Context: an optimization exercise on an open-source flow, tuned for small area and a short achievable clock period. The choices shown serve that exercise and are no tape-out recipe. Where RTL was checked, it was by simulation tests only, not by an equivalence proof against the original. Function not checked in runs 1 to 3: the RTL went through the layout flow alone. Power is estimated from default activity; no workload was simulated.

File: flow/design.v
module mac_add16 (
  input  logic [15:0] x, y,
  output logic [15:0] s,
  output logic        co
);
  wire [15:0] g = x & y;
  wire [15:0] p = x ^ y;
  wire G1_1 = g[1] | (p[1] & g[0]);
  wire P1_1 = p[1] & p[0];
  wire G1_3 = g[3] | (p[3] & g[2]);
  wire P1_3 = p[3] & p[2];
  wire G1_5 = g[5] | (p[5] & g[4]);
  wire P1_5 = p[5] & p[4];
  wire G1_7 = g[7] | (p[7] & g[6]);
  wire P1_7 = p[7] & p[6];
  wire G1_9 = g[9] | (p[9] & g[8]);
  wire P1_9 = p[9] & p[8];
  wire G1_11 = g[11] | (p[11] & g[10]);
  wire P1_11 = p[11] & p[10];
  wire G1_13 = g[13] | (p[13] & g[12]);
  wire P1_13 = p[13] & p[12];
  wire G1_15 = g[15] | (p[15] & g[14]);
  wire P1_15 = p[15] & p[14];
  wire G2_2 = g[2] | (p[2] & G1_1);
  wire P2_2 = p[2] & P1_1;
  wire G2_3 = G1_3 | (P1_3 & G1_1);
  wire P2_3 = P1_3 & P1_1;
  wire G2_6 = g[6] | (p[6] & G1_5);
  wire P2_6 = p[6] & P1_5;
  wire G2_7 = G1_7 | (P1_7 & G1_5);
  wire P2_7 = P1_7 & P1_5;
  wire G2_10 = g[10] | (p[10] & G1_9);
  wire P2_10 = p[10] & P1_9;
  wire G2_11 = G1_11 | (P1_11 & G1_9);
  wire P2_11 = P1_11 & P1_9;
  wire G2_14 = g[14] | (p[14] & G1_13);
  wire P2_14 = p[14] & P1_13;
  wire G2_15 = G1_15 | (P1_15 & G1_13);
  wire P2_15 = P1_15 & P1_13;
  wire G4_4 = g[4] | (p[4] & G2_3);
  wire P4_4 = p[4] & P2_3;
  wire G4_5 = G1_5 | (P1_5 & G2_3);
  wire P4_5 = P1_5 & P2_3;
  wire G4_6 = G2_6 | (P2_6 & G2_3);
  wire P4_6 = P2_6 & P2_3;
  wire G4_7 = G2_7 | (P2_7 & G2_3);
  wire P4_7 = P2_7 & P2_3;
  wire G4_12 = g[12] | (p[12] & G2_11);
  wire P4_12 = p[12] & P2_11;
  wire G4_13 = G1_13 | (P1_13 & G2_11);
  wire P4_13 = P1_13 & P2_11;
  wire G4_14 = G2_14 | (P2_14 & G2_11);
  wire P4_14 = P2_14 & P2_11;
  wire G4_15 = G2_15 | (P2_15 & G2_11);
  wire P4_15 = P2_15 & P2_11;
  wire G8_8 = g[8] | (p[8] & G4_7);
  wire P8_8 = p[8] & P4_7;
  wire G8_9 = G1_9 | (P1_9 & G4_7);
  wire P8_9 = P1_9 & P4_7;
  wire G8_10 = G2_10 | (P2_10 & G4_7);
  wire P8_10 = P2_10 & P4_7;
  wire G8_11 = G2_11 | (P2_11 & G4_7);
  wire P8_11 = P2_11 & P4_7;
  wire G8_12 = G4_12 | (P4_12 & G4_7);
  wire P8_12 = P4_12 & P4_7;
  wire G8_13 = G4_13 | (P4_13 & G4_7);
  wire P8_13 = P4_13 & P4_7;
  wire G8_14 = G4_14 | (P4_14 & G4_7);
  wire P8_14 = P4_14 & P4_7;
  wire G8_15 = G4_15 | (P4_15 & G4_7);
  wire P8_15 = P4_15 & P4_7;
  assign s[0] = p[0];
  assign s[1] = p[1] ^ g[0];
  assign s[2] = p[2] ^ G1_1;
  assign s[3] = p[3] ^ G2_2;
  assign s[4] = p[4] ^ G2_3;
  assign s[5] = p[5] ^ G4_4;
  assign s[6] = p[6] ^ G4_5;
  assign s[7] = p[7] ^ G4_6;
  assign s[8] = p[8] ^ G4_7;
  assign s[9] = p[9] ^ G8_8;
  assign s[10] = p[10] ^ G8_9;
  assign s[11] = p[11] ^ G8_10;
  assign s[12] = p[12] ^ G8_11;
  assign s[13] = p[13] ^ G8_12;
  assign s[14] = p[14] ^ G8_13;
  assign s[15] = p[15] ^ G8_14;
  assign co = G8_15;
endmodule
module mac_pfx (
  input  logic [15:0] hi_q,
  output logic [15:0] ones, zeros
);
  always_comb begin
    for (int i = 0; i < 16; i++) begin
      ones[i] = &(hi_q | (16'hffff << i));
      zeros[i] = ~(|(hi_q & ~(16'hffff << i)));
    end
  end
endmodule
module mac_hi (
  input  logic [15:0] hi_q,
  input  logic up_q, dn_q,
  output logic [15:0] hi
);
  logic [15:0] ones, zeros;
  mac_pfx u_pfx (.hi_q, .ones, .zeros);
  assign hi = hi_q ^ (({16{up_q}} & ones) | ({16{dn_q}} & zeros));
endmodule
module mac (
  input  logic clk,
  input  logic zero,       
  input  logic [7:0] a,    
  input  logic [7:0] b,    
  output logic [31:0] accumulate
);
  logic [15:0] lo_q, hi_q;
  logic up_q, dn_q;
  logic [15:0] hi_v, lo, hi;
  mac_hi u_hi (.hi_q, .up_q, .dn_q, .hi(hi_v));
  assign lo = lo_q & {16{~zero}};
  assign hi = hi_v & {16{~zero}};
  assign accumulate = {hi, lo};
  wire pp1 = a[0] & b[0];
  wire pp2 = a[0] & b[1];
  wire pp3 = a[0] & b[2];
  wire pp4 = a[0] & b[3];
  wire pp5 = a[0] & b[4];
  wire pp6 = a[0] & b[5];
  wire pp7 = a[0] & b[6];
  wire pp8 = ~(a[0] & b[7]);
  wire pp9 = a[1] & b[0];
  wire pp10 = a[1] & b[1];
  wire pp11 = a[1] & b[2];
  wire pp12 = a[1] & b[3];
  wire pp13 = a[1] & b[4];
  wire pp14 = a[1] & b[5];
  wire pp15 = a[1] & b[6];
  wire pp16 = ~(a[1] & b[7]);
  wire pp17 = a[2] & b[0];
  wire pp18 = a[2] & b[1];
  wire pp19 = a[2] & b[2];
  wire pp20 = a[2] & b[3];
  wire pp21 = a[2] & b[4];
  wire pp22 = a[2] & b[5];
  wire pp23 = a[2] & b[6];
  wire pp24 = ~(a[2] & b[7]);
  wire pp25 = a[3] & b[0];
  wire pp26 = a[3] & b[1];
  wire pp27 = a[3] & b[2];
  wire pp28 = a[3] & b[3];
  wire pp29 = a[3] & b[4];
  wire pp30 = a[3] & b[5];
  wire pp31 = a[3] & b[6];
  wire pp32 = ~(a[3] & b[7]);
  wire pp33 = a[4] & b[0];
  wire pp34 = a[4] & b[1];
  wire pp35 = a[4] & b[2];
  wire pp36 = a[4] & b[3];
  wire pp37 = a[4] & b[4];
  wire pp38 = a[4] & b[5];
  wire pp39 = a[4] & b[6];
  wire pp40 = ~(a[4] & b[7]);
  wire pp41 = a[5] & b[0];
  wire pp42 = a[5] & b[1];
  wire pp43 = a[5] & b[2];
  wire pp44 = a[5] & b[3];
  wire pp45 = a[5] & b[4];
  wire pp46 = a[5] & b[5];
  wire pp47 = a[5] & b[6];
  wire pp48 = ~(a[5] & b[7]);
  wire pp49 = a[6] & b[0];
  wire pp50 = a[6] & b[1];
  wire pp51 = a[6] & b[2];
  wire pp52 = a[6] & b[3];
  wire pp53 = a[6] & b[4];
  wire pp54 = a[6] & b[5];
  wire pp55 = a[6] & b[6];
  wire pp56 = ~(a[6] & b[7]);
  wire pp57 = ~(a[7] & b[0]);
  wire pp58 = ~(a[7] & b[1]);
  wire pp59 = ~(a[7] & b[2]);
  wire pp60 = ~(a[7] & b[3]);
  wire pp61 = ~(a[7] & b[4]);
  wire pp62 = ~(a[7] & b[5]);
  wire pp63 = ~(a[7] & b[6]);
  wire pp64 = a[7] & b[7];
  wire s65 = lo[5] ^ pp6;
  wire c66 = lo[5] & pp6;
  wire s67 = lo[6] ^ pp7 ^ pp14;
  wire c68 = (lo[6] & pp7) | (lo[6] & pp14) | (pp7 & pp14);
  wire s69 = pp21 ^ pp28;
  wire c70 = pp21 & pp28;
  wire s71 = lo[7] ^ pp8 ^ pp15;
  wire c72 = (lo[7] & pp8) | (lo[7] & pp15) | (pp8 & pp15);
  wire s73 = pp22 ^ pp29 ^ pp36;
  wire c74 = (pp22 & pp29) | (pp22 & pp36) | (pp29 & pp36);
  wire s75 = pp43 ^ pp50;
  wire c76 = pp43 & pp50;
  wire s77 = 1'b1 ^ lo[8] ^ pp16;
  wire c78 = (1'b1 & lo[8]) | (1'b1 & pp16) | (lo[8] & pp16);
  wire s79 = pp23 ^ pp30 ^ pp37;
  wire c80 = (pp23 & pp30) | (pp23 & pp37) | (pp30 & pp37);
  wire s81 = pp44 ^ pp51 ^ pp58;
  wire c82 = (pp44 & pp51) | (pp44 & pp58) | (pp51 & pp58);
  wire s83 = lo[9] ^ pp24 ^ pp31;
  wire c84 = (lo[9] & pp24) | (lo[9] & pp31) | (pp24 & pp31);
  wire s85 = pp38 ^ pp45 ^ pp52;
  wire c86 = (pp38 & pp45) | (pp38 & pp52) | (pp45 & pp52);
  wire s87 = lo[10] ^ pp32 ^ pp39;
  wire c88 = (lo[10] & pp32) | (lo[10] & pp39) | (pp32 & pp39);
  wire s89 = lo[3] ^ pp4;
  wire c90 = lo[3] & pp4;
  wire s91 = lo[4] ^ pp5 ^ pp12;
  wire c92 = (lo[4] & pp5) | (lo[4] & pp12) | (pp5 & pp12);
  wire s93 = pp19 ^ pp26;
  wire c94 = pp19 & pp26;
  wire s95 = pp13 ^ pp20 ^ pp27;
  wire c96 = (pp13 & pp20) | (pp13 & pp27) | (pp20 & pp27);
  wire s97 = pp34 ^ pp41 ^ s65;
  wire c98 = (pp34 & pp41) | (pp34 & s65) | (pp41 & s65);
  wire s99 = pp35 ^ pp42 ^ pp49;
  wire c100 = (pp35 & pp42) | (pp35 & pp49) | (pp42 & pp49);
  wire s101 = c66 ^ s69 ^ s67;
  wire c102 = (c66 & s69) | (c66 & s67) | (s69 & s67);
  wire s103 = pp57 ^ c70 ^ s75;
  wire c104 = (pp57 & c70) | (pp57 & s75) | (c70 & s75);
  wire s105 = c68 ^ s71 ^ s73;
  wire c106 = (c68 & s71) | (c68 & s73) | (s71 & s73);
  wire s107 = c76 ^ c72 ^ c74;
  wire c108 = (c76 & c72) | (c76 & c74) | (c72 & c74);
  wire s109 = s77 ^ s79 ^ s81;
  wire c110 = (s77 & s79) | (s77 & s81) | (s79 & s81);
  wire s111 = pp59 ^ c78 ^ c80;
  wire c112 = (pp59 & c78) | (pp59 & c80) | (c78 & c80);
  wire s113 = c82 ^ s83 ^ s85;
  wire c114 = (c82 & s83) | (c82 & s85) | (s83 & s85);
  wire s115 = pp46 ^ pp53 ^ pp60;
  wire c116 = (pp46 & pp53) | (pp46 & pp60) | (pp53 & pp60);
  wire s117 = c84 ^ c86 ^ s87;
  wire c118 = (c84 & c86) | (c84 & s87) | (c86 & s87);
  wire s119 = lo[11] ^ pp40 ^ pp47;
  wire c120 = (lo[11] & pp40) | (lo[11] & pp47) | (pp40 & pp47);
  wire s121 = pp54 ^ pp61 ^ c88;
  wire c122 = (pp54 & pp61) | (pp54 & c88) | (pp61 & c88);
  wire s123 = lo[12] ^ pp48 ^ pp55;
  wire c124 = (lo[12] & pp48) | (lo[12] & pp55) | (pp48 & pp55);
  wire s125 = lo[2] ^ pp3;
  wire c126 = lo[2] & pp3;
  wire s127 = pp11 ^ pp18 ^ pp25;
  wire c128 = (pp11 & pp18) | (pp11 & pp25) | (pp18 & pp25);
  wire s129 = pp33 ^ c90 ^ s93;
  wire c130 = (pp33 & c90) | (pp33 & s93) | (c90 & s93);
  wire s131 = c94 ^ c92 ^ s95;
  wire c132 = (c94 & c92) | (c94 & s95) | (c92 & s95);
  wire s133 = c96 ^ s99 ^ c98;
  wire c134 = (c96 & s99) | (c96 & c98) | (s99 & c98);
  wire s135 = c100 ^ s103 ^ c102;
  wire c136 = (c100 & s103) | (c100 & c102) | (s103 & c102);
  wire s137 = c104 ^ c106 ^ s107;
  wire c138 = (c104 & c106) | (c104 & s107) | (c106 & s107);
  wire s139 = c108 ^ c110 ^ s111;
  wire c140 = (c108 & c110) | (c108 & s111) | (c110 & s111);
  wire s141 = s115 ^ c112 ^ c114;
  wire c142 = (s115 & c112) | (s115 & c114) | (c112 & c114);
  wire s143 = c116 ^ s119 ^ c118;
  wire c144 = (c116 & s119) | (c116 & c118) | (s119 & c118);
  wire s145 = pp62 ^ c120 ^ s123;
  wire c146 = (pp62 & c120) | (pp62 & s123) | (c120 & s123);
  wire s147 = lo[13] ^ pp56 ^ pp63;
  wire c148 = (lo[13] & pp56) | (lo[13] & pp63) | (pp56 & pp63);
  wire s149 = lo[1] ^ pp2;
  wire c150 = lo[1] & pp2;
  wire s151 = pp10 ^ pp17 ^ s125;
  wire c152 = (pp10 & pp17) | (pp10 & s125) | (pp17 & s125);
  wire s153 = c126 ^ s89 ^ s127;
  wire c154 = (c126 & s89) | (c126 & s127) | (s89 & s127);
  wire s155 = c128 ^ s91 ^ s129;
  wire c156 = (c128 & s91) | (c128 & s129) | (s91 & s129);
  wire s157 = c130 ^ s97 ^ s131;
  wire c158 = (c130 & s97) | (c130 & s131) | (s97 & s131);
  wire s159 = c132 ^ s101 ^ s133;
  wire c160 = (c132 & s101) | (c132 & s133) | (s101 & s133);
  wire s161 = s105 ^ c134 ^ s135;
  wire c162 = (s105 & c134) | (s105 & s135) | (c134 & s135);
  wire s163 = s109 ^ c136 ^ s137;
  wire c164 = (s109 & c136) | (s109 & s137) | (c136 & s137);
  wire s165 = s113 ^ c138 ^ s139;
  wire c166 = (s113 & c138) | (s113 & s139) | (c138 & s139);
  wire s167 = s117 ^ c140 ^ s141;
  wire c168 = (s117 & c140) | (s117 & s141) | (c140 & s141);
  wire s169 = s121 ^ c142 ^ s143;
  wire c170 = (s121 & c142) | (s121 & s143) | (c142 & s143);
  wire s171 = c122 ^ s145 ^ c144;
  wire c172 = (c122 & s145) | (c122 & c144) | (s145 & c144);
  wire s173 = c124 ^ s147 ^ c146;
  wire c174 = (c124 & s147) | (c124 & c146) | (s147 & c146);
  wire s175 = lo[14] ^ pp64 ^ c148;
  wire c176 = (lo[14] & pp64) | (lo[14] & c148) | (pp64 & c148);
  wire s177 = 1'b1 ^ lo[15];
  wire c178 = 1'b1 & lo[15];
  wire [15:0] ra = {c176, c174, c172, c170, c168, c166, c164, c162, c160, c158, c156, c154, c152, c150, s149, lo[0]};
  wire [15:0] rb = {s177, s175, s173, s171, s169, s167, s165, s163, s161, s159, s157, s155, s153, s151, pp9, pp1};
  wire [15:0] sum;
  wire c16;
  mac_add16 u_add (.x(ra), .y(rb), .s(sum), .co(c16));
  wire t16 = c178;
  always_ff @(posedge clk) begin
    lo_q <= sum;
    hi_q <= hi;
    up_q <= c16 & t16;
    dn_q <= ~c16 & ~t16;
  end
endmodule
module systolic_array #(
  parameter int ROW_DIM = 4
) (
  input logic clk, rst,
  input logic en, clear,
  input logic signed [7:0] row0_in, row1_in, row2_in, row3_in,
  input logic signed [7:0] col0_in, col1_in, col2_in, col3_in,
  output logic signed [31:0] mac00, mac01, mac02, mac03,  
  output logic signed [31:0] mac10, mac11, mac12, mac13,
  output logic signed [31:0] mac20, mac21, mac22, mac23,
  output logic signed [31:0] mac30, mac31, mac32, mac33
);
  logic [7:0] x1 [4], x2 [4], x3 [4];
  logic [3:1] valid;
  logic [7:0] col_in [4];
  assign col_in[0] = col0_in;
  assign col_in[1] = col1_in;
  assign col_in[2] = col2_in;
  assign col_in[3] = col3_in;
  always_ff @(posedge clk or posedge rst) begin
    if (rst) valid <= '0;
    else if (clear) valid <= '0;
    else if (en) valid <= {valid[2:1], 1'b1};
  end
  logic zero;
  always_ff @(posedge clk or posedge rst) begin
    if (rst) zero <= 1'b1;
    else zero <= clear | (zero & ~en);
  end
  always_ff @(posedge clk) begin
    if (en) begin
      for (int c = 0; c < 4; c++) begin
        x1[c] <= col_in[c];
        x2[c] <= x1[c];
        x3[c] <= x2[c];
      end
    end
  end
  logic [7:0] a0, a1, a2, a3;
  assign a0 = row0_in & {8{en}};
  assign a1 = row1_in & {8{en}};
  assign a2 = row2_in & {8{en}};
  assign a3 = row3_in & {8{en}};
  logic [7:0] b1 [4], b2 [4], b3 [4];
  always_comb begin
    for (int c = 0; c < 4; c++) begin
      b1[c] = x1[c] & {8{valid[1]}};
      b2[c] = x2[c] & {8{valid[2]}};
      b3[c] = x3[c] & {8{valid[3]}};
    end
  end
  mac u00 (.clk, .zero, .a(a0), .b(col0_in), .accumulate(mac00));
  mac u01 (.clk, .zero, .a(a1), .b(b1[0]),   .accumulate(mac01));
  mac u02 (.clk, .zero, .a(a2), .b(b2[0]),   .accumulate(mac02));
  mac u03 (.clk, .zero, .a(a3), .b(b3[0]),   .accumulate(mac03));
  mac u10 (.clk, .zero, .a(a0), .b(col1_in), .accumulate(mac10));
  mac u11 (.clk, .zero, .a(a1), .b(b1[1]),   .accumulate(mac11));
  mac u12 (.clk, .zero, .a(a2), .b(b2[1]),   .accumulate(mac12));
  mac u13 (.clk, .zero, .a(a3), .b(b3[1]),   .accumulate(mac13));
  mac u20 (.clk, .zero, .a(a0), .b(col2_in), .accumulate(mac20));
  mac u21 (.clk, .zero, .a(a1), .b(b1[2]),   .accumulate(mac21));
  mac u22 (.clk, .zero, .a(a2), .b(b2[2]),   .accumulate(mac22));
  mac u23 (.clk, .zero, .a(a3), .b(b3[2]),   .accumulate(mac23));
  mac u30 (.clk, .zero, .a(a0), .b(col3_in), .accumulate(mac30));
  mac u31 (.clk, .zero, .a(a1), .b(b1[3]),   .accumulate(mac31));
  mac u32 (.clk, .zero, .a(a2), .b(b2[3]),   .accumulate(mac32));
  mac u33 (.clk, .zero, .a(a3), .b(b3[3]),   .accumulate(mac33));
endmodule
File: flow/flow/run.sh
#!/bin/bash
# Standard ORFS layout with three changes:
#  - after the standard synthesis, full adders are re-polarised (flow/fapol.py)
#    to drop most of the inverters Yosys leaves between them;
#  - input ports are buffered with buf_4 (flow/pre_place.tcl) and output
#    ports with buf_1, instead of the default buffer cell.
# Each tool's output goes to a log file of its own in this folder.
set -euo pipefail
R=orfs/results/${FLOW_PLATFORM}/systolic_array/base
bash standard.sh synth > synth.log 2>&1
python3 flow/fapol.py $R/1_2_yosys.v $R/1_2_yosys_pol.v > fapol.log 2>&1
cp $R/1_2_yosys.v 1_2_yosys_std.v
mv $R/1_2_yosys_pol.v $R/1_2_yosys.v
rm -f $R/1_synth.odb $R/1_synth.sdc
export PRE_GLOBAL_PLACE_TCL=$PWD/flow/pre_place.tcl
export POST_GLOBAL_PLACE_TCL=$PWD/flow/post_place.tcl
export BUFFER_PORTS_ARGS="-outputs -buffer_cell sky130_fd_sc_hd__buf_1"
bash standard.sh finish > layout.log 2>&1
File: flow/flow/fapol.py
#!/usr/bin/env python3
"""Re-polarise full adders in a flat sky130hd Yosys netlist.

A full adder is self-dual: FA(~a,~b,~c) = (~sum, ~cout).  Yosys's extract_fa
leaves many inverters between adders; this flips adders (inverting all their
inputs and outputs) where that lowers the number of inverters needed, then
rebuilds the inverters: one per signal that some load needs inverted.
usage: fapol.py IN.v OUT.v"""
import re, sys
from collections import defaultdict

src = open(sys.argv[1]).read()
m = re.search(r'^module\s+(\S+)\s*\((.*?)\);', src, re.S | re.M)
top_ports = set(p.strip() for p in m.group(2).split(','))
inst_re = re.compile(r'^(\s*)(sky130_fd_sc_hd__\w+)\s+(\S+)\s*\((.*?)\);\n', re.S | re.M)
pin_re = re.compile(r'\.(\w+)\(\s*(.*?)\s*\)(?=\s*,|\s*$)', re.S)

OUTS = {'X', 'Y', 'Q', 'Q_N', 'SUM', 'COUT', 'HI', 'LO'}
insts = []          # dicts: type, name, pins(dict), span
for mm in inst_re.finditer(src):
    pins = {k: v.strip() for k, v in pin_re.findall(mm.group(4))}
    insts.append(dict(type=mm.group(2), name=mm.group(3), pins=pins, span=mm.span(), indent=mm.group(1)))

driver = {}
loads = defaultdict(list)   # net -> [(inst_idx, pin)]
for i, c in enumerate(insts):
    for p, n in c['pins'].items():
        if p in OUTS:
            driver[n] = (i, p)
        else:
            loads[n].append((i, p))

def is_inv(c):
    return c['type'] in ('sky130_fd_sc_hd__inv_1', 'sky130_fd_sc_hd__inv_2', 'sky130_fd_sc_hd__clkinv_1')

assigned = set()
for am in re.finditer(r'^\s*assign\s+(.*?)\s*=\s*(.*?);', src, re.M):
    assigned.add(am.group(1).strip()); assigned.add(am.group(2).strip())

def portlike(n):
    base = n.split('[')[0].strip()
    return base in top_ports or n in assigned or base in assigned

# removable inverters: input driven by a non-inverter cell, output not portlike
rem = set()
for i, c in enumerate(insts):
    if is_inv(c):
        a, y = c['pins']['A'], c['pins']['Y']
        d = driver.get(a)
        if d is None or is_inv(insts[d[0]]) or portlike(y) or portlike(a):
            continue
        # keep inverters that feed other inverters (chains) as they are
        if any(is_inv(insts[j]) for j, _ in loads[y]):
            continue
        rem.add(i)

# consumers per root: root = net driven by non-inverter (or anything not removed)
# need list entries: (inst_idx, pin, pol) with pol relative to root
need = defaultdict(list)
for n, ls in list(loads.items()):
    d = driver.get(n)
    if d is not None and d[0] in rem:
        continue   # handled through the inverter below
    for (j, p) in ls:
        if j in rem:
            continue
        need[n].append((j, p, 0))
for i in rem:
    a, y = insts[i]['pins']['A'], insts[i]['pins']['Y']
    for (j, p) in loads[y]:
        need[a].append((j, p, 1))

FA = [i for i, c in enumerate(insts) if c['type'].startswith('sky130_fd_sc_hd__fa_')]
isfa = set(FA)
flip = {i: 0 for i in FA}
for i in FA:
    for p in ('A', 'B', 'CIN'):
        n = insts[i]['pins'][p]
        if n.startswith("1'") or n not in need and driver.get(n) is None:
            flip[i] = None   # constant or undriven input: leave alone

def phys(r):
    d = driver.get(r)
    if d and d[0] in isfa and flip.get(d[0]):
        return 1
    return 0

def root_cost(r):
    ph = phys(r)
    for (j, p, q) in need[r]:
        want = q ^ (flip[j] if j in isfa and flip[j] else 0)
        if want != ph:
            return 1
    return 0

def roots_of(i):
    rs = set()
    c = insts[i]
    for p in ('A', 'B', 'CIN'):
        rs.add(inroot[(i, p)])
    for p in ('SUM', 'COUT'):
        if p in c['pins']:
            rs.add(c['pins'][p])
    return rs

inroot = {}
for r, lst in need.items():
    for (j, p, q) in lst:
        inroot[(j, p)] = r
for i in FA:
    for p in ('A', 'B', 'CIN'):
        if (i, p) not in inroot:
            flip[i] = None

total0 = sum(root_cost(r) for r in need)
improved = True
rounds = 0
while improved and rounds < 50:
    improved = False; rounds += 1
    for i in FA:
        if flip[i] is None:
            continue
        rs = roots_of(i)
        before = sum(root_cost(r) for r in rs)
        flip[i] ^= 1
        after = sum(root_cost(r) for r in rs)
        if after < before:
            improved = True
        else:
            flip[i] ^= 1
# simulated annealing on top of the greedy result
import random, math
rng = random.Random(1)
cand = [i for i in FA if flip[i] is not None]
rootsets = {i: roots_of(i) for i in cand}
cur = sum(root_cost(r) for r in need)
best = cur; best_flip = dict(flip)
T = 2.0
steps = 200 * len(cand)
for step in range(steps):
    i = rng.choice(cand)
    rs = rootsets[i]
    before = sum(root_cost(r) for r in rs)
    flip[i] ^= 1
    d = sum(root_cost(r) for r in rs) - before
    if d <= 0 or rng.random() < math.exp(-d / T):
        cur += d
        if cur < best:
            best = cur; best_flip = dict(flip)
    else:
        flip[i] ^= 1
    T = max(0.05, 2.0 * (1 - step / steps))
flip = best_flip
total1 = sum(root_cost(r) for r in need)
print(f"inverters removable {len(rem)}; roots needing an inverter {total0} -> {total1}; "
      f"flipped {sum(1 for v in flip.values() if v)} of {len(FA)}", file=sys.stderr)

# rebuild: for each root, physical polarity ph; loads wanting ~ph get net inv_<k>
newpins = {i: dict(c['pins']) for i, c in enumerate(insts)}
new_invs = []
k = 0
for r, lst in need.items():
    ph = phys(r)
    wrong = []
    for (j, p, q) in lst:
        if (q ^ (flip[j] if j in isfa and flip[j] else 0)) != ph:
            wrong.append((j, p))
        else:
            newpins[j][p] = r
    if not wrong:
        continue
    k += 1
    nn = f"_fapol_{k}_"
    new_invs.append((f"_fapol_inv_{k}_", r, nn))
    for (j, p) in wrong:
        newpins[j][p] = nn
def esc(n):
    return n + " " if n.startswith("\\") else n

# flipped FA outputs keep their net names (they now carry the complement)
out = []
pos = 0
wires = []
for i, c in enumerate(insts):
    s, e = c['span']
    out.append(src[pos:s]); pos = e
    if i in rem:
        continue
    pins = newpins[i]
    body = ",\n".join(f"{c['indent']}    .{p}({esc(n)})" for p, n in pins.items())
    out.append(f"{c['indent']}{c['type']} {c['name']} (\n{body}\n{c['indent']}  );\n")
out.append(src[pos:])
txt = "".join(out)
decl = "".join(f"  wire {nn};\n" for _, _, nn in new_invs)
cells = "".join(f"  sky130_fd_sc_hd__inv_1 {name} (\n    .A({esc(r)}),\n    .Y({nn})\n  );\n" for name, r, nn in new_invs)
idx = txt.rindex("endmodule")
txt = txt[:idx] + cells + txt[idx:]
# declare wires right after the port list
mm = re.search(r'^module\s+\S+\s*\(.*?\);\n', txt, re.S | re.M)
txt = txt[:mm.end()] + decl + txt[mm.end():]
open(sys.argv[2], 'w').write(txt)
print(f"removed {len(rem)} inverters, added {len(new_invs)}", file=sys.stderr)
File: flow/flow/post_place.tcl
# Undo the dont_touch of pre_place.tcl once global placement is done, so that
# later steps treat the input buffers like any other cell.
foreach inst [get_cells -filter "ref_name == sky130_fd_sc_hd__buf_4"] {
  unset_dont_touch $inst
}
File: flow/flow/pre_place.tcl
# Remove synthesis buffers (as the timing-driven placement does) and buffer
# the input ports here with buf_4; global_place.tcl then buffers the outputs.
# The input buffers are marked dont_touch so that the timing-driven
# placement's remove_buffers keeps them.
remove_buffers
buffer_ports -inputs -buffer_cell sky130_fd_sc_hd__buf_4
foreach inst [get_cells -filter "ref_name == sky130_fd_sc_hd__buf_4"] {
  set_dont_touch $inst
}
File: flow/standard.sh
#!/bin/bash
# synth_recipe.tcl (not shown) runs the flow's synth.tcl, then flattens the netlist and writes it again
# the make line also repeats each setting of config.mk as NAME=value (left out here)
make -C /OpenROAD-flow-scripts/flow DESIGN_CONFIG=/design/flow/config.mk WORK_HOME=/design/flow/orfs CLKGATE_MAP_FILE= SYNTH_SCRIPT=/design/flow/synth_recipe.tcl "${@:-finish}"
File: flow/config.mk
export PLATFORM = sky130hd
export DESIGN_NAME = systolic_array
export DESIGN_NICKNAME = systolic_array
export VERILOG_FILES = /design/flow/design.v
export SDC_FILE = /design/flow/constraint.sdc
export NUM_CORES = 4
export LEC_CHECK = 0
export CAP_MARGIN = 20
export CORE_MARGIN = 2
export CORE_UTILIZATION = 40
export SETUP_SLACK_MARGIN = 3.5
export SLEW_MARGIN = 20
export SYNTH_HIERARCHICAL = 1
File: flow/constraint.sdc
create_clock -name core_clock -period 9.0 [get_ports {clk}]
set_input_delay 1.8000 -clock core_clock [delete_from_list [all_inputs] [get_ports {clk}]]
set_output_delay 1.8000 -clock core_clock [all_outputs]
set_load 0.01 [all_outputs]
==> results of run 1 <==
## final cells by class
type                            instances  area, sq um  area share
Antenna cell                            5         12.5    0.000173
Clock buffer                          116         2470      0.0342
Clock inverter                         48          582     0.00806
Inverter                              740         2780      0.0385
Multi-Input combinational cell       4872        47000       0.651
Sequential cell                       644        13900       0.192
Tap cell                             2072         2590      0.0359
Timing Repair Buffer                  611         2870      0.0397
## power by group through the flow
stage                     sequential [mW]  combinational [mW]  clock, mW
after floorplan                      4.77                9.95          0
after global placement               5.33                11.6          0
after detailed placement             5.36                11.8          0
after CTS                            5.31                11.9       3.91
after global routing                 5.49                13.2       4.00
final                                5.33                11.9       3.76
## cell usage in the layout (no fill, tap or decap), drive strengths merged, types with 29 or more instances in the layout
master	instances
inv	743
buf	609
or3	32
nand3	32
a22oi	256
nor3	160
nor2b	448
dfxtp	544
o211ai	32
a211oi	32
nand4	112
fa	832
and3	64
clkinv	29
a21o	97
a21oi	128
nand2b	64
conb	32
xnor2	304
edfxtp	96
nand2	560
nor2	164
nor4	64
clkbuf	117
xor2	112
o21ai	48
ha	368
and2	817
## worst max-delay path, stage by stage
cell and delay [ns]:
clkbuf_16 0.20, and2_2 0.40, and2_1 0.25, fa_1 0.50
inv_1 0.05, fa_1 0.38, fa_1 0.52, fa_1 0.42
ha_1 0.36, and3_4 0.19, and2_1 0.15, a221o_1 0.33
a2111oi_2 0.38, a2111o_1 0.15
## routing by layer
layer  global-route usage  part of all wire  vias up
met5                    0           0.00026        -
met4               0.0553             0.025        8
met3               0.0531             0.073      238
met2                0.372              0.48     1204
met1                0.288              0.43    23700
li1                     -                 -    21900
## timing repair
action | 4_1_cts | 5_1_grt
pin swaps | 28 | 9
gates cloned | 31 | 4
setup buffers | 11 | 12
resized for setup | 9 | 4
hold buffers | 0 | 0
endpoints found under the setup margin | 161 | 16
## final timing paths
kind                                              to  cells past startpoint
min in group asynchronous       valid[3]$_DFFE_PP0P_                      2
worst min-delay path              x3[1][4]$_DFFE_PP_                      0
worst max register to register  u32.lo_q[14]$_DFF_P_                     12
worst max-delay path            u00.lo_q[14]$_DFF_P_                     14
max in group asynchronous             zero$_DFF_PP1_                      2
worst min register to register    x3[1][4]$_DFFE_PP_                      0
==> metrics.yaml, run 1 <==
die:
  fp.coreArea_sq_um: 159000
  die-area_sq_um: 163000
  die_w_microns: 404
  start_util: 0.404
  rows: 146
  die_h_microns: 404
  pin_count: 580
cts:
  cts_made_buffers: 89
  clock_path_buffers: 3
  cts_tree: "yes"
  clock_sinks: 644
  htree_levels: 3
  cts-root-buf: "clkbuf_16"
  clkSlewWorstSetupHoldPaths_ns: 0.07
  clk_latency_ns: 0.71
detailed_routing:
  ant_nets: 0
  num_vias: 47100
  drcViolationCount: 0
  first_pass_iters: 5
  drt_iter0_markers: 2659
  post_drt_via_cell_ratio: 5.17
  wl_per_cell_microns: 20.0
  routed_wl_microns: 182000
timing:
  post-route-min-period_ns: 5.43
  setup_viol: 0
  finalHoldViolations: 0
  rsz0062_at_grt: "no"
  tns_ns: 0
  relSlewSlack: 0.346
  fin_ws_ns: 3.57
  worstMarginPinSlew_ns: 0.979
  max_freq_ghz: 0.184
  fin_worst_skew_ns: 0.0242
  hold_slack_ns: 0.430
  report.final.slew_viol_count: 0
  fin_crit_sh: 0.604
layout:
  drive_above_1_share: 0.143
  design_area_sq_um: 72100
  fillerInstances: 15200
  fin_util: 0.455
  syn_to_final_growth_pct: 12.8
  top_regs: "x1: 32 flops, x2: 32 flops, x3: 32 flops"
  final_cells: 9108
  nets: 8226
power_and_ir_drop:
  seqPwrFrac: 0.254
  power_mw: 20.9
  p_per_area_nw_per_um2: 290
  power.internal_mw: 11.9
  comb_power_share: 0.566
  power_switching_mw: 9.02
  power.leakage_nw: 32.4
  ir_drop_mv: 0.240
  switching_share: 0.431
  power.share.clock: 0.180
global_route:
  grt_pass1_wl_microns: 283000
  grt_max_degree: 107
  antenna_found_initial: 7
  grt_overflow: 0
  grt_usage: 0.222
  grt_pass1_vias: 48700
setup_path:
  arrival_ns: 6.10
  crit-reg2reg-launch: "zero$_DFF_PP1_"
  cp.required_ns: 9.66
  start_kind: "input pin"
  crit_start: "en"
  crit_type: "in -> reg"
  cp-end-kind: "register"
  cp_max_fo: 27
  r2r_setup_slack_ns: 3.69
status:
  outcome: "timing/DRC/antenna clean"
placement:
  dp.final_hpwl_microns: 132000
  preCtsSetupSlack_ns: 1.90
  io_buffers: 579
  dp_cells: 8881
  placed_area_sq_um: 68500
flow_run:
  cap_violations: 0
synthesis:
  syn_avg_cell_area_sq_um: 10.0
  syn-cell-area_sq_um: 64000
  synth_warnings: 23
  netlist_instances: 6396
worst_hold_path:
  min-delay-path-class: "reg -> reg"
  min-delay-start: "x2[1][4]$_DFFE_PP_"
==> run 2: changes to the inputs <==
--- a/flow/config.mk
+++ b/flow/config.mk
@@ -8,6 +8,6 @@
 export CAP_MARGIN = 20
 export CORE_MARGIN = 2
 export CORE_UTILIZATION = 40
-export SETUP_SLACK_MARGIN = 3.5
+export SETUP_SLACK_MARGIN = 3.0
 export SLEW_MARGIN = 20
 export SYNTH_HIERARCHICAL = 1
==> metrics.yaml, run 2 <==
global_route:
  grt_overflow: 0
  grt_usage: 0.210
  grt_pass1_wl_microns: 270000
  antenna_found_initial: 13
  grt_pass1_vias: 47700
  grt_max_degree: 136
die:
  pin_count: 580
  start_util: 0.404
  die_h_microns: 404
  fp.coreArea_sq_um: 159000
  die-area_sq_um: 163000
  die_w_microns: 404
  rows: 146
power_and_ir_drop:
  p_per_area_nw_per_um2: 290
  power.leakage_nw: 32.1
  ir_drop_mv: 0.219
timing:
  rsz0062_at_grt: "yes"
  worstMarginPinSlew_ns: 1.07
  tns_ns: 0
  relSlewSlack: 0.285
  finalHoldViolations: 0
  fin_worst_skew_ns: 0.0227
  report.final.slew_viol_count: 0
  setup_viol: 0
  hold_slack_ns: 0.447
  max_freq_ghz: 0.168
  fin_crit_sh: 0.660
  fin_ws_ns: 3.06
  post-route-min-period_ns: 5.94
status:
  outcome: "timing/DRC/antenna clean"
setup_path:
  critPathMaxStageDelay_ns: 0.77
  crit_slowest_cell: "and2_2"
  worstReg2RegEnd: "u23.lo_q[14]$_DFF_P_"
  cp.required_ns: 9.68
  crit_type: "in -> reg"
  start_kind: "input pin"
  cp_max_fo: 60
  critPathMostFrequentCell: "fa_1"
  arrival_ns: 6.62
  crit_chain: "buf_12, and2_2, and2_1, fa_1, fa_1, fa_1, fa_1, ha_1, and3_4, and2_1, a221o_1, a2111oi_2, a2111o_1"
  critPathTopFamily: "adder cells"
  crit-reg2reg-launch: "zero$_DFF_PP1_"
  r2r_setup_slack_ns: 3.58
  critPathBufInv: 1
  cp-end-kind: "register"
  reg2regPathDepth: 12
cts:
  clock_path_buffers: 3
  cts-root-buf: "clkbuf_16"
  clkSlewWorstSetupHoldPaths_ns: 0.06
  clock_sinks: 644
  post_cts_buffers: 0
  postCtsHoldBufs: 0
  htree_levels: 3
  cts_made_buffers: 86
  clk_latency_ns: 0.73
  cts_tree: "yes"
detailed_routing:
  num_vias: 46300
  drt_iter0_markers: 2246
  wl_per_cell_microns: 19.0
  ant_nets: 0
  post_drt_via_cell_ratio: 5.11
  first_pass_iters: 5
  routed_wl_microns: 172000
  drcViolationCount: 0
layout:
  seqCellArea_sq_um: 13900
  multi_input_area_sq_um: 46100
  layout_commonest_cell: "fa_1"
  fillerInstances: 15400
  drive_above_1_share: 0.124
  final_cell_mix: "fa_1, and2_1, inv_1, nand2_1, dfxtp_1"
  syn_to_final_growth_pct: 10.9
  top_regs: "x1: 32 flops, x2: 32 flops, x3: 32 flops"
  nets: 8172
placement:
  io_buffers: 579
  preCtsSetupSlack_ns: 1.74
  dp.final_hpwl_microns: 132000
worst_hold_path:
  hold_path_depth: 0
  min-delay-start: "x1[3][5]$_DFFE_PP_"
  whs_endpoint: "x2[3][5]$_DFFE_PP_"
  min-delay-path-class: "reg -> reg"
synthesis:
  netlist_instances: 6396
  syn_avg_cell_area_sq_um: 10.0
  syn-cell-area_sq_um: 64000
  synth_warnings: 23
flow_run:
  cap_violations: 0
[run 2: layout make-up]
| type | count | share of cell area |
|---|---|---|
| diodes | 2 | 0.0000705 |
| clock buffers | 113 | 0.0345 |
| clock inverters | 48 | 0.00868 |
| inverters | 740 | 0.0392 |
| multi-input cells | 4841 | 0.649 |
| flip-flops and latches | 644 | 0.196 |
| well taps | 2072 | 0.0365 |
| repair buffers | 591 | 0.0360 |
[run 2: worst max-delay path by stage]
stage	from	endpoint	cells past startpoint
final	en	u32.lo_q[14]$_DFF_P_	13
after global routing	en	u11.lo_q[14]$_DFF_P_	15
after CTS	en	u11.lo_q[14]$_DFF_P_	15
after detailed placement	en	u33.lo_q[14]$_DFF_P_	14
after global placement	en	u33.lo_q[14]$_DFF_P_	14
after floorplan	en	u00.lo_q[14]$_DFF_P_	15
[run 2: where the power goes]
group	internal (mW)	switching [mW]
sequential	4.01	1.31
combinational	5.43	6.05
clock	2.27	1.50
[run 2: layer usage]
| layer | part of all wire | routed length (microns) | track usage | vias up |
|---|---|---|---|---|
| met5 | 0.00072 | 123 | 0 | - |
| met4 | 0.025 | 4370 | 0.0556 | 18 |
| met3 | 0.070 | 12000 | 0.0550 | 220 |
| met2 | 0.47 | 81000 | 0.348 | 1049 |
| met1 | 0.43 | 74500 | 0.272 | 23200 |
| li1 | - | - | - | 21800 |
[run 2: timing repair]
action / in CTS / in global routing
gates cloned: 0 / 2
endpoints found under the setup margin: 82 / 17
pin swaps: 0 / 2
resized for setup: 5 / 2
[run 2: through the flow]
step                      power (mW)  std cells   util  area (sq um)
after floorplan                 14.5       6412      -         64200
final                           20.6       9051  0.447         70900
after global routing            22.3       9050  0.447         70900
after global placement          16.6       8886  0.428         67800
after detailed placement        16.8       8886  0.428         67800
after CTS                       20.8       9047  0.447         70900
==> run 3: changes to the inputs <==
--- a/flow/design.v
+++ b/flow/design.v
@@ -114,11 +114,13 @@
   input  logic [7:0] b,    
   output logic [31:0] accumulate
 );
-  logic [15:0] lo_q, hi_q;
-  logic up_q, dn_q;
-  logic [15:0] hi_v, lo, hi;
-  mac_hi u_hi (.hi_q, .up_q, .dn_q, .hi(hi_v));
-  assign lo = lo_q & {16{~zero}};
+  logic [15:0] s_q, c_q, hi_q;
+  logic dn_q;
+  logic [15:0] lo_v, hi_v, lo, hi;
+  logic cy;
+  mac_add16 u_add (.x(s_q), .y(c_q), .s(lo_v), .co(cy));
+  mac_hi u_hi (.hi_q, .up_q(cy & ~dn_q), .dn_q(dn_q & ~cy), .hi(hi_v));
+  assign lo = lo_v & {16{~zero}};
   assign hi = hi_v & {16{~zero}};
   assign accumulate = {hi, lo};
   wire pp1 = a[0] & b[0];
@@ -301,15 +303,12 @@
   wire c178 = 1'b1 & lo[15];
   wire [15:0] ra = {c176, c174, c172, c170, c168, c166, c164, c162, c160, c158, c156, c154, c152, c150, s149, lo[0]};
   wire [15:0] rb = {s177, s175, s173, s171, s169, s167, s165, s163, s161, s159, s157, s155, s153, s151, pp9, pp1};
-  wire [15:0] sum;
-  wire c16;
-  mac_add16 u_add (.x(ra), .y(rb), .s(sum), .co(c16));
   wire t16 = c178;
   always_ff @(posedge clk) begin
-    lo_q <= sum;
+    s_q <= ra;
+    c_q <= rb;
     hi_q <= hi;
-    up_q <= c16 & t16;
-    dn_q <= ~c16 & ~t16;
+    dn_q <= ~t16;
   end
 endmodule
 module systolic_array #(
--- a/flow/config.mk
+++ b/flow/config.mk
@@ -8,6 +8,6 @@
 export CAP_MARGIN = 20
 export CORE_MARGIN = 2
 export CORE_UTILIZATION = 40
-export SETUP_SLACK_MARGIN = 3.0
+export SETUP_SLACK_MARGIN = 3.5
 export SLEW_MARGIN = 20
 export SYNTH_HIERARCHICAL = 1
==> metrics.yaml, run 3 <==
layout:
  fillerInstances: 16600
  layout_commonest_cell: "fa_1"
  final_cell_mix: "fa_1, dfxtp_1, and2_1, inv_1, nand2_1"
  final_cells: 9737
  top_regs: "x1: 32 flops, x2: 32 flops, x3: 32 flops"
  drive_above_1_share: 0.223
  fin_util: 0.463
  nets: 8562
  syn_to_final_growth_pct: 15.4
  design_area_sq_um: 81400
detailed_routing:
  drt_iter0_markers: 2223
  num_vias: 49000
  post_drt_via_cell_ratio: 5.04
  routed_wl_microns: 191000
  top_layer_used: "met5"
  wl_met1_microns: 75600
  drcViolationCount: 0
  dr_wl_met3_microns: 8600
  first_pass_iters: 7
  ant_nets: 0
  dr_wl_met2_microns: 96600
  wl_per_cell_microns: 19.6
setup_path:
  crit_chain: "ha_4, fa_2, a211oi_4, o21ai_4, buf_4, buf_6, a21o_2, a21o_1, fa_2, xor2_1, nor2b_4, buf_6"
  reg2regPathDepth: 14
  critPathMaxStageDelay_ns: 0.37
  crit_slowest_cell: "fa_2"
  critPathTopFamily: "adder cells"
  cp-end-kind: "output port"
  cp_max_fo: 5
  worstReg2RegEnd: "u22.c_q[10]$_DFF_P_"
  r2r_setup_slack_ns: 4.35
  cp.required_ns: 7.20
  start_kind: "register"
  crit-reg2reg-launch: "u22.c_q[0]$_DFF_P_"
  arrival_ns: 3.63
  crit_type: "reg -> out"
  critPathBufInv: 3
synthesis:
  netlist_instances: 6589
  syn_avg_cell_area_sq_um: 10.7
  syn-cell-area_sq_um: 70600
  synth_warnings: 23
placement:
  io_buffers: 579
  dp.final_hpwl_microns: 142000
  placed_area_sq_um: 74500
  dp_cells: 9394
  preCtsSetupSlack_ns: 3.37
worst_hold_path:
  min-delay-path-class: "reg -> reg"
  min-delay-start: "x2[2][0]$_DFFE_PP_"
  hold_path_depth: 0
  whs_endpoint: "x3[2][0]$_DFFE_PP_"
die:
  pin_count: 580
  rows: 154
  die_h_microns: 424
  die-area_sq_um: 180000
  die_w_microns: 424
  start_util: 0.401
  fp.coreArea_sq_um: 176000
global_route:
  grt_pass1_wl_microns: 296000
  grt_overflow: 0
  grt_pass1_vias: 51700
  grt_max_degree: 125
  antenna_found_initial: 10
  grt_usage: 0.210
status:
  outcome: "timing/DRC/antenna clean"
timing:
  worstMarginPinSlew_ns: 1.19
  fin_worst_skew_ns: 0.0345
  setup_viol: 0
  report.final.slew_viol_count: 0
  hold_slack_ns: 0.439
  max_freq_ghz: 0.184
  finalHoldViolations: 0
  tns_ns: 0
  relSlewSlack: 0.206
  rsz0062_at_grt: "yes"
  fin_crit_sh: 0.603
  post-route-min-period_ns: 5.43
  fin_ws_ns: 3.57
cts:
  htree_levels: 3
  clk_latency_ns: 0.76
  cts-root-buf: "clkbuf_16"
  clock_sinks: 868
  clkSlewWorstSetupHoldPaths_ns: 0.06
  cts_made_buffers: 110
  clock_path_buffers: 3
  cts_tree: "yes"
power_and_ir_drop:
  power.leakage_nw: 36.5
  power_mw: 25.7
  ir_drop_mv: 0.232
  p_per_area_nw_per_um2: 315
flow_run:
  cap_violations: 0
[run 3: metal layers]
layer | global-route usage | vias up
met2 | 0.369 | 1111
met4 | 0.101 | 2
li1 | - | 22900
met1 | 0.249 | 24600
met3 | 0.0328 | 373
met5 | 0 | -
[run 3: where the power goes]
part,internal (mW),switching (mW)
clock,2.84,1.89
combinational,7.34,7.70
sequential,4.99,0.885
[run 3: timing repair]
item | in CTS | in global routing
gates cloned | 11 | 16
pin swaps | 80 | 146
resized for setup | 361 | 326
hold endpoints to repair | 0 | 0
hold buffers | 0 | 0
setup buffers | 46 | 55
setup endpoints to repair | 270 | 271
[run 3: final cells by class]
type	count	area, sq um	area share
tap	2340	2930	0.0360
sequential	868	18400	0.226
inverter	597	2240	0.0275
multi-input combinational	4935	49200	0.604
timing repair buffer	782	4790	0.0589
clock buffer	157	3310	0.0407
clock inverter	51	559	0.00687
antenna	7	17.5	0.000215
[run 3: worst max-delay path by stage]
stage	start	end	slack, ns	depth (start not counted)
4_1_cts	u32.c_q[0]$_DFF_P_	mac32[20]	3.41	13
5_1_grt	u13.c_q[0]$_DFF_P_	mac13[17]	3.40	13
6_report	u32.c_q[0]$_DFF_P_	mac32[9]	3.57	12
3_3_place_gp	en	u32.c_q[9]$_DFF_P_	3.43	10
3_5_place_dp	en	u12.c_q[9]$_DFF_P_	3.37	10
2_1_floorplan	en	u00.c_q[9]$_DFF_P_	4.17	9
==> run 4: changes to the inputs <==
--- a/flow/design.v
+++ b/flow/design.v
@@ -87,26 +87,18 @@
   assign s[15] = p[15] ^ G8_14;
   assign co = G8_15;
 endmodule
-module mac_pfx (
+module mac_hi (
   input  logic [15:0] hi_q,
-  output logic [15:0] ones, zeros
+  input  logic up_q, dn_q,
+  output logic [15:0] hi
 );
   always_comb begin
     for (int i = 0; i < 16; i++) begin
-      ones[i] = &(hi_q | (16'hffff << i));
-      zeros[i] = ~(|(hi_q & ~(16'hffff << i)));
+      hi[i] = hi_q[i] ^ ((up_q & (&(hi_q | (16'hffff << i)))) |
+                         (dn_q & ~(|(hi_q & ~(16'hffff << i)))));
     end
   end
 endmodule
-module mac_hi (
-  input  logic [15:0] hi_q,
-  input  logic up_q, dn_q,
-  output logic [15:0] hi
-);
-  logic [15:0] ones, zeros;
-  mac_pfx u_pfx (.hi_q, .ones, .zeros);
-  assign hi = hi_q ^ (({16{up_q}} & ones) | ({16{dn_q}} & zeros));
-endmodule
 module mac (
   input  logic clk,
   input  logic zero,       
==> metrics.yaml, run 4 <==
worst_hold_path:
  min-delay-start: "x2[0][6]$_DFFE_PP_"
  hold_path_depth: 0
  whs_endpoint: "x3[0][6]$_DFFE_PP_"
  min-delay-path-class: "reg -> reg"
global_route:
  grt_max_degree: 132
  antenna_found_initial: 13
  grt_overflow: 0
  grt_pass1_wl_microns: 280000
  grt_pass1_vias: 50300
  grt_usage: 0.205
cts:
  cts_made_buffers: 108
  clkSlewWorstSetupHoldPaths_ns: 0.06
  clock_sinks: 868
  htree_levels: 3
  postCtsHoldBufs: 0
  clock_path_buffers: 3
  clk_latency_ns: 0.78
  cts-root-buf: "clkbuf_16"
  cts_tree: "yes"
power_and_ir_drop:
  power.leakage_nw: 35.9
  p_per_area_nw_per_um2: 332
  ir_drop_mv: 0.247
die:
  die-area_sq_um: 172000
  rows: 150
  die_h_microns: 414
  pin_count: 580
  start_util: 0.403
  die_w_microns: 414
  fp.coreArea_sq_um: 167000
detailed_routing:
  routed_wl_microns: 179000
  drcViolationCount: 0
  first_pass_iters: 5
  wl_per_cell_microns: 19.0
  num_vias: 47400
  drt_iter0_markers: 1910
  post_drt_via_cell_ratio: 5.05
  ant_nets: 0
layout:
  final_cells: 9394
  final_cell_mix: "fa_1, dfxtp_1, and2_1, nand2_1, inv_1"
  syn_to_final_growth_pct: 20.4
  top_regs: "x1: 32 flops, x2: 32 flops, x3: 32 flops"
  drive_above_1_share: 0.234
  nets: 8359
  fillerInstances: 15200
  layout_commonest_cell: "fa_1"
  design_area_sq_um: 81100
status:
  outcome: "timing/DRC/antenna clean"
setup_path:
  start_kind: "register"
  cp_max_fo: 3
  r2r_setup_slack_ns: 4.31
  reg2regPathDepth: 16
  worstReg2RegEnd: "u32.c_q[10]$_DFF_P_"
  crit-reg2reg-launch: "u32.c_q[0]$_DFF_P_"
  cp.required_ns: 7.20
  cp-end-kind: "output port"
  arrival_ns: 4.14
  crit_type: "reg -> out"
placement:
  dp.final_hpwl_microns: 131000
  placed_area_sq_um: 71300
  dp_cells: 8908
  io_buffers: 579
  preCtsSetupSlack_ns: 3.14
synthesis:
  synth_warnings: 23
  syn-cell-area_sq_um: 67300
  netlist_instances: 6253
  syn_avg_cell_area_sq_um: 10.8
timing:
  setup_viol: 0
  fin_crit_sh: 0.661
  report.final.slew_viol_count: 0
  fin_worst_skew_ns: 0.0328
  rsz0062_at_grt: "yes"
  fin_ws_ns: 3.06
  max_freq_ghz: 0.168
  tns_ns: 0
  post-route-min-period_ns: 5.94
  worstMarginPinSlew_ns: 1.11
  relSlewSlack: 0.261
  finalHoldViolations: 0
flow_run:
  cap_violations: 0
## run 4: changes by cell type in the layout (fill, tap and decap cells not counted), sizes merged, moves of 32 or more
cell    change
a21oi      +32
and2       -32
buf       +155
a31oi      +48
nand2      -48
a22oi     -224
nor3       -32
conb       -32
nor2       +48
and3       -32
inv       -111
clkbuf     -39
mux2i      +32
## run 4: how the worst max path moves through the flow
stage	end	from	slack (ns)	cells past startpoint
4_1_cts	mac31[28]	u31.s_q[0]$_DFF_P_	2.88	14
3_3_place_gp	mac31[25]	u31.c_q[0]$_DFF_P_	3.21	14
6_report	mac11[30]	u11.c_q[0]$_DFF_P_	3.06	15
3_5_place_dp	mac31[25]	u31.c_q[0]$_DFF_P_	3.14	14
2_1_floorplan	mac00[28]	u00.c_q[0]$_DFF_P_	4.04	14
5_1_grt	mac12[28]	u12.c_q[9]$_DFF_P_	2.76	13
## run 4: per-layer routing
layer	GRT usage	share of wire
met2	0.360	0.50
met3	0.0330	0.043
met4	0.0896	0.046
met5	0	0
met1	0.248	0.41
## run 4: area by class of cell
type	instances	area [sq um]	area share
Clock inverter	48	622	0.00767
Clock buffer	154	3090	0.0381
Sequential cell	868	18400	0.227
Inverter	485	1820	0.0224
Multi-Input combinational cell	4727	48000	0.592
Tap cell	2204	2760	0.0340
Timing Repair Buffer	901	6380	0.0786
Antenna cell	7	17.5	0.000216
## run 4: per-stage QoR
stage	hold WS (ns)	power, mW	utilization
finish	0.437	27.0	0.485
global route	0.447	29.0	0.485
CTS	0.436	25.7	0.471
detailed placement	0.426	18.9	0.426
global placement	0.424	18.6	0.426
floorplan	0.418	16.1	-
## run 4: critical path, stage by stage, from the launching register on
cell and delay [ns]:
dfxtp_2 0.33, ha_4 0.15, fa_2 0.38, a211oi_4 0.25
o21ai_4 0.10, a21oi_2 0.16, o211ai_1 0.13, a21o_1 0.22
nor2b_2 0.14, or4b_4 0.52, buf_12 0.16, nor2_4 0.14
a32oi_2 0.12, xnor2_1 0.20, nor2b_2 0.19, buf_2 0.16
## run 4: power by group
group	internal, mW	switching, mW	total (mW)
logic	8.63	7.73	16.4
clock network	2.73	1.84	4.57
registers	5.04	0.998	6.04
total	16.4	10.6	27.0
## run 4: what timing repair did
item,CTS,global route
pin swaps,251,283
setup endpoints to repair,249,257
setup buffers,196,81
endpoints found under the hold margin,0,0
resized for setup,660,394
==> run 5: changes to the inputs <==
--- a/flow/design.v
+++ b/flow/design.v
@@ -87,18 +87,6 @@
   assign s[15] = p[15] ^ G8_14;
   assign co = G8_15;
 endmodule
-module mac_hi (
-  input  logic [15:0] hi_q,
-  input  logic up_q, dn_q,
-  output logic [15:0] hi
-);
-  always_comb begin
-    for (int i = 0; i < 16; i++) begin
-      hi[i] = hi_q[i] ^ ((up_q & (&(hi_q | (16'hffff << i)))) |
-                         (dn_q & ~(|(hi_q & ~(16'hffff << i)))));
-    end
-  end
-endmodule
 module mac (
   input  logic clk,
   input  logic zero,       
@@ -106,13 +94,16 @@
   input  logic [7:0] b,    
   output logic [31:0] accumulate
 );
-  logic [15:0] s_q, c_q, hi_q;
-  logic dn_q;
-  logic [15:0] lo_v, hi_v, lo, hi;
-  logic cy;
-  mac_add16 u_add (.x(s_q), .y(c_q), .s(lo_v), .co(cy));
-  mac_hi u_hi (.hi_q, .up_q(cy & ~dn_q), .dn_q(dn_q & ~cy), .hi(hi_v));
-  assign lo = lo_v & {16{~zero}};
+  logic [15:0] lo_q, hi_q;
+  logic up_q, dn_q;
+  logic [15:0] hi_v, lo, hi;
+  always_comb begin
+    for (int i = 0; i < 16; i++) begin
+      hi_v[i] = hi_q[i] ^ ((up_q & (&(hi_q | (16'hffff << i)))) |
+                           (dn_q & ~(|(hi_q & ~(16'hffff << i)))));
+    end
+  end
+  assign lo = lo_q & {16{~zero}};
   assign hi = hi_v & {16{~zero}};
   assign accumulate = {hi, lo};
   wire pp1 = a[0] & b[0];
@@ -295,12 +286,15 @@
   wire c178 = 1'b1 & lo[15];
   wire [15:0] ra = {c176, c174, c172, c170, c168, c166, c164, c162, c160, c158, c156, c154, c152, c150, s149, lo[0]};
   wire [15:0] rb = {s177, s175, s173, s171, s169, s167, s165, s163, s161, s159, s157, s155, s153, s151, pp9, pp1};
+  wire [15:0] sum;
+  wire c16;
+  mac_add16 u_add (.x(ra), .y(rb), .s(sum), .co(c16));
   wire t16 = c178;
   always_ff @(posedge clk) begin
-    s_q <= ra;
-    c_q <= rb;
+    lo_q <= sum;
     hi_q <= hi;
-    dn_q <= ~t16;
+    up_q <= c16 & t16;
+    dn_q <= ~c16 & ~t16;
   end
 endmodule
 module systolic_array #(
==> metrics.yaml, run 5 <==
status:
  outcome: "timing/DRC/antenna clean"
timing:
  setup_viol: 0
  relSlewSlack: 0.341
  tns_ns: 0
  max_freq_ghz: 0.186
  post-route-min-period_ns: 5.38
  report.final.slew_viol_count: 0
  finalHoldViolations: 0
  fin_crit_sh: 0.598
  fin_worst_skew_ns: 0.0373
  rsz0062_at_grt: "no"
  worstMarginPinSlew_ns: 0.988
layout:
  top_regs: "x1: 32 flops, x2: 32 flops, x3: 32 flops"
  nets: 8090
  final_cell_mix: "fa_1, and2_1, inv_1, dfxtp_1, buf_1"
  syn_to_final_growth_pct: 14.4
  layout_commonest_cell: "fa_1"
  drive_above_1_share: 0.125
setup_path:
  cp.required_ns: 9.66
  cp_num_cells: 16
  crit_chain: "buf_16, buf_16, buf_2, and2_4, nand2_1, fa_2, inv_2, fa_2, fa_1, fa_1, ha_1, and3_4, and2_4, a221o_1, a2111oi_2, a2111o_1"
  crit-reg2reg-launch: "zero$_DFF_PP1_"
  crit_start: "en"
  start_kind: "input pin"
  critPathBufInv: 4
  critPathMaxStageDelay_ns: 0.59
  worstReg2RegEnd: "u11.lo_q[14]$_DFF_P_"
  reg2regPathDepth: 12
  cp_max_fo: 16
  critPathTopFamily: "adder cells"
  arrival_ns: 6.04
  cp-end-kind: "register"
  crit_slowest_cell: "fa_1"
  r2r_setup_slack_ns: 3.74
  crit_type: "in -> reg"
  endpoint: "u00.lo_q[14]$_DFF_P_"
synthesis:
  syn_avg_cell_area_sq_um: 9.90
  synth_warnings: 22
  netlist_instances: 6284
  syn-cell-area_sq_um: 62200
detailed_routing:
  first_pass_iters: 5
  drcViolationCount: 0
  routed_wl_microns: 184000
  ant_nets: 0
  num_vias: 47400
  post_drt_via_cell_ratio: 5.29
  wl_per_cell_microns: 20.5
  drt_iter0_markers: 2884
global_route:
  grt_use_met2: 0.371
  grt_overflow: 0
  grt_usage: 0.223
  top_usage_layer: "met2"
  antenna_found_initial: 21
  grt_max_degree: 146
  grt_pass1_wl_microns: 277000
  met3_usage: 0.0478
  grt_pass1_vias: 48200
  use_met1: 0.293
worst_hold_path:
  min-delay-path-class: "reg -> reg"
  min-delay-start: "x2[2][5]$_DFFE_PP_"
cts:
  cts_tree: "yes"
  htree_levels: 3
  postCtsHoldBufs: 0
  clock_sinks: 644
  clock_path_buffers: 3
  cts_made_buffers: 86
  clkSlewWorstSetupHoldPaths_ns: 0.06
  clk_latency_ns: 0.72
  cts-root-buf: "clkbuf_16"
die:
  die_w_microns: 398
  rows: 144
  die-area_sq_um: 159000
  die_h_microns: 398
  pin_count: 580
  fp.coreArea_sq_um: 154000
  start_util: 0.403
power_and_ir_drop:
  p_per_area_nw_per_um2: 275
  power_mw: 19.6
  ir_drop_mv: 0.193
  power.leakage_nw: 31.6
flow_run:
  cap_violations: 0
placement:
  dp.final_hpwl_microns: 133000
  io_buffers: 579
==> run 5: area by class of cell <==
| cell class | count | area, sq um |
|---|---|---|
| diodes | 13 | 32.5 |
| clock buffers | 107 | 2350 |
| clock inverters | 55 | 583 |
| fillers | 14800 | 83000 |
| inverters | 628 | 2360 |
| multi-input cells | 4851 | 46600 |
| flip-flops and latches | 644 | 13900 |
| well taps | 2044 | 2560 |
| repair buffers | 611 | 2860 |
==> run 5: how the worst min path moves through the flow <==
stage                    endpoint  cells past startpoint
4_1_cts        x2[3][1]$_DFFE_PP_                      0
2_1_floorplan  x2[1][7]$_DFFE_PP_                      0
6_report       x3[2][5]$_DFFE_PP_                      0
3_5_place_dp   x2[3][1]$_DFFE_PP_                      0
3_3_place_gp   x2[3][1]$_DFFE_PP_                      0
5_1_grt        x2[3][7]$_DFFE_PP_                      0
==> run 5: where the power goes <==
| group | switching [mW] | internal [mW] | total [mW] | leakage, nW |
|---|---|---|---|---|
| clock | 1.50 | 2.12 | 3.63 | 1.46 |
| combinational | 5.99 | 4.98 | 11.0 | 24.7 |
| sequential | 1.02 | 3.99 | 5.01 | 5.48 |
| total | 8.52 | 11.1 | 19.6 | 31.6 |
==> run 5: through the flow <==
stage	area, sq um	cells	setup WS, ns	hold WS [ns]	util
after global routing	71200	8942	3.50	0.473	0.461
after CTS	70700	8903	3.47	0.455	0.459
final	71200	8953	3.62	0.453	0.462
after detailed placement	67700	8729	2.11	0.436	0.439
after global placement	67700	8729	2.19	0.432	0.439
after floorplan	63700	6284	3.24	0.418	-
==> run 5: per-layer routing <==
| layer | vias up | share of wire |
|---|---|---|
| met3 | 219 | 0.072 |
| li1 | 22000 | - |
| met4 | 6 | 0.025 |
| met2 | 1234 | 0.47 |
| met5 | - | 0.00018 |
| met1 | 23900 | 0.43 |
==> run 5: timing repair <==
| item | CTS | global route |
|---|---|---|
| endpoints found under the setup margin | 165 | 63 |
| hold endpoints to repair | 0 | 0 |
| pin swaps | 10 | 22 |
| cloned | 9 | 23 |
| resized for setup | 12 | 9 |
| buffers inserted | 3 | 14 |
==> run 6: changes to the inputs <==
--- a/flow/config.mk
+++ b/flow/config.mk
@@ -8,6 +8,6 @@
 export CAP_MARGIN = 20
 export CORE_MARGIN = 2
 export CORE_UTILIZATION = 40
-export SETUP_SLACK_MARGIN = 3.5
+export SETUP_SLACK_MARGIN = 4.0
 export SLEW_MARGIN = 20
 export SYNTH_HIERARCHICAL = 1
==> metrics.yaml, run 6 <==
setup_path:
  crit_chain: "clkbuf_16, and2_4, buf_6, and2_4, fa_1, fa_2, fa_1, fa_1, ha_4, a21oi_2, and2b_4, a221o_1, a2111oi_4, a2111o_1"
  start_kind: "input pin"
  r2r_setup_slack_ns: 4.06
  reg2regPathDepth: 13
  crit_type: "in -> reg"
  critPathMaxStageDelay_ns: 0.58
  cp_max_fo: 11
  crit_slowest_cell: "fa_1"
  cp.required_ns: 9.66
  crit-reg2reg-launch: "zero$_DFF_PP1_"
  critPathMostFrequentCell: "fa_1"
  worstReg2RegEnd: "u01.lo_q[14]$_DFF_P_"
  cp-end-kind: "register"
  arrival_ns: 5.87
die:
  die_w_microns: 398
  die_h_microns: 398
  start_util: 0.403
  pin_count: 580
  fp.coreArea_sq_um: 154000
  rows: 144
  die-area_sq_um: 159000
synthesis:
  synth_warnings: 22
  syn-cell-area_sq_um: 62200
  netlist_instances: 6284
  syn_avg_cell_area_sq_um: 9.90
cts:
  cts_tree: "yes"
  htree_levels: 3
  clkSlewWorstSetupHoldPaths_ns: 0.06
  postCtsHoldBufs: 0
  clock_sinks: 644
  clk_latency_ns: 0.72
  cts_made_buffers: 88
  clock_path_buffers: 3
  cts-root-buf: "clkbuf_16"
timing:
  report.final.slew_viol_count: 0
  setup_viol: 0
  relSlewSlack: 0.534
  rsz0062_at_grt: "yes"
  fin_worst_skew_ns: 0.0366
  finalHoldViolations: 0
  tns_ns: 0
  max_freq_ghz: 0.192
  fin_crit_sh: 0.579
  post-route-min-period_ns: 5.21
  worstMarginPinSlew_ns: 0.698
layout:
  syn_to_final_growth_pct: 21.3
  multi_input_area_sq_um: 48400
  fin_util: 0.489
  drive_above_1_share: 0.188
  nets: 8359
  top_regs: "x1: 32 flops, x2: 32 flops, x3: 32 flops"
  layout_commonest_cell: "fa_1"
  seqCellArea_sq_um: 13900
  design_area_sq_um: 75500
  fillerInstances: 14400
  final_cell_mix: "fa_1, and2_1, inv_1, dfxtp_1, buf_1"
detailed_routing:
  routed_wl_microns: 199000
  post_drt_via_cell_ratio: 5.34
  num_vias: 49200
  drcViolationCount: 0
  drt_iter0_markers: 2808
  ant_nets: 0
  wl_per_cell_microns: 21.5
  first_pass_iters: 5
power_and_ir_drop:
  comb_power_share: 0.582
  power.internal_mw: 11.9
  power_switching_mw: 9.05
  p_per_area_nw_per_um2: 278
  ir_drop_mv: 0.250
  switching_share: 0.432
  seqPwrFrac: 0.239
  power.leakage_nw: 33.3
  power.share.clock: 0.179
global_route:
  grt_pass1_wl_microns: 299000
  grt_overflow: 0
  grt_usage: 0.246
  antenna_found_initial: 26
  grt_pass1_vias: 50200
  grt_max_degree: 93
worst_hold_path:
  hold_path_depth: 0
  min-delay-start: "x2[3][1]$_DFFE_PP_"
  min-delay-path-class: "reg -> reg"
  whs_endpoint: "x3[3][1]$_DFFE_PP_"
status:
  outcome: "timing/DRC/antenna clean"
placement:
  dp.final_hpwl_microns: 133000
  placed_area_sq_um: 68000
  io_buffers: 579
flow_run:
  cap_violations: 0
-- run 6: stage by stage --
| stage | hold WS, ns | total power, mW | setup slack, ns | std cells |
|---|---|---|---|---|
| floorplan | 0.418 | 13.7 | 3.24 | 6284 |
| CTS | 0.451 | 20.4 | 3.85 | 9047 |
| global route | 0.476 | 22.6 | 3.74 | 9210 |
| global placement | 0.432 | 15.8 | 2.19 | 8726 |
| detailed placement | 0.438 | 16.0 | 2.08 | 8726 |
| finish | 0.453 | 21.0 | 3.79 | 9217 |
-- run 6: repair_timing --
item / 4_1_cts / 5_1_grt
cloned: 61 / 6
endpoints found under the hold margin: 0 / 0
pin swaps: 97 / 204
resized for setup: 114 / 185
setup endpoints to repair: 178 / 101
setup buffers: 99 / 153
-- run 6: final cells by class --
type,count,area share
Antenna cell,11,0.000365
Clock buffer,116,0.0330
Clock inverter,45,0.00736
Inverter,628,0.0312
Multi-Input combinational cell,4876,0.641
Sequential cell,644,0.184
Tap cell,2044,0.0339
Timing Repair Buffer,853,0.0692
-- run 6: worst max path at each step --
stage,startpoint,cells after the start,slack (ns),end
floorplan,en,15,3.24,u01.lo_q[14]$_DFF_P_
global placement,en,14,2.19,u00.lo_q[14]$_DFF_P_
detailed placement,en,14,2.08,u00.lo_q[14]$_DFF_P_
CTS,en,14,3.85,u00.lo_q[14]$_DFF_P_
global route,en,13,3.74,u12.lo_q[14]$_DFF_P_
finish,en,14,3.79,u01.lo_q[14]$_DFF_P_
-- run 6: power by group through the flow --
stage	clock [mW]	combinational, mW	sequential, mW
after floorplan	0	9.15	4.53
after global placement	0	10.8	4.99
after detailed placement	0	11.0	5.03
after CTS	3.88	11.5	4.98
after global routing	3.98	13.4	5.16
final	3.76	12.2	5.01
-- run 6: worst max-delay path: cells and delay by family --
| kind | cells | cell delay [ns] |
|---|---|---|
| adder cells (fa/ha/maj) | 5 | 2.20 |
| AO/OA/AOI/OAI | 4 | 0.96 |
| AND/OR/NAND/NOR | 3 | 0.56 |
| buffers and inverters | 2 | 0.32 |
-- run 6: per-layer routing --
metal	GRT usage	routed length, microns	up-vias	share of wire
met2	0.401	93000	1453	0.47
met3	0.0625	15400	379	0.078
met5	0	96	-	0.00048
li1	-	-	22500	-
met1	0.315	82300	24800	0.41
met4	0.0861	7700	16	0.039

## static timing again, ports no longer ideal
In the flow no input, the clock included, has a driving cell. The finished layouts below were timed again as built, in two steps.
Step 1 sets driving cells, clkbuf_16 on the clock port and buf_2 on the other inputs (assumed; they add their load-dependent delay and slew).
Step 2 moves the port delays by t, midway between the first and last clock arrival at a register: inputs arrive t later, outputs are due t later. That takes back most of the time a late clock gives input paths.
a / b / c = ideal ports / drivers / drivers and shift; a / b = the first two.
run | shift t [ns] | setup slack, ns | hold slack, ns | worst register clock-pin slew, ns
run 1 | 0.779 | 3.568 / 3.405 / 2.626 | 0.430 / 0.430 / 0.430 | 0.07 / 0.07
run 2 | 0.796 | 3.059 / 3.063 / 2.267 | 0.447 / 0.447 / 0.447 | 0.07 / 0.07
run 3 | 0.820 | 3.572 / 3.493 / 3.423 | 0.439 / 0.439 / 0.439 | 0.06 / 0.06
run 4 | 0.845 | 3.055 / 2.972 / 3.418 | 0.437 / 0.437 / 0.437 | 0.06 / 0.06
run 5 | 0.786 | 3.618 / 3.365 / 2.580 | 0.453 / 0.453 / 0.453 | 0.07 / 0.07
run 6 | 0.776 | 3.790 / 3.043 / 2.267 | 0.453 / 0.453 / 0.453 | 0.07 / 0.07
After both steps setup and hold are still met in every run listed. For run 6, which loses most, drivers alone change the setup slack by -0.747 ns; drivers and shift together by -1.523 ns.
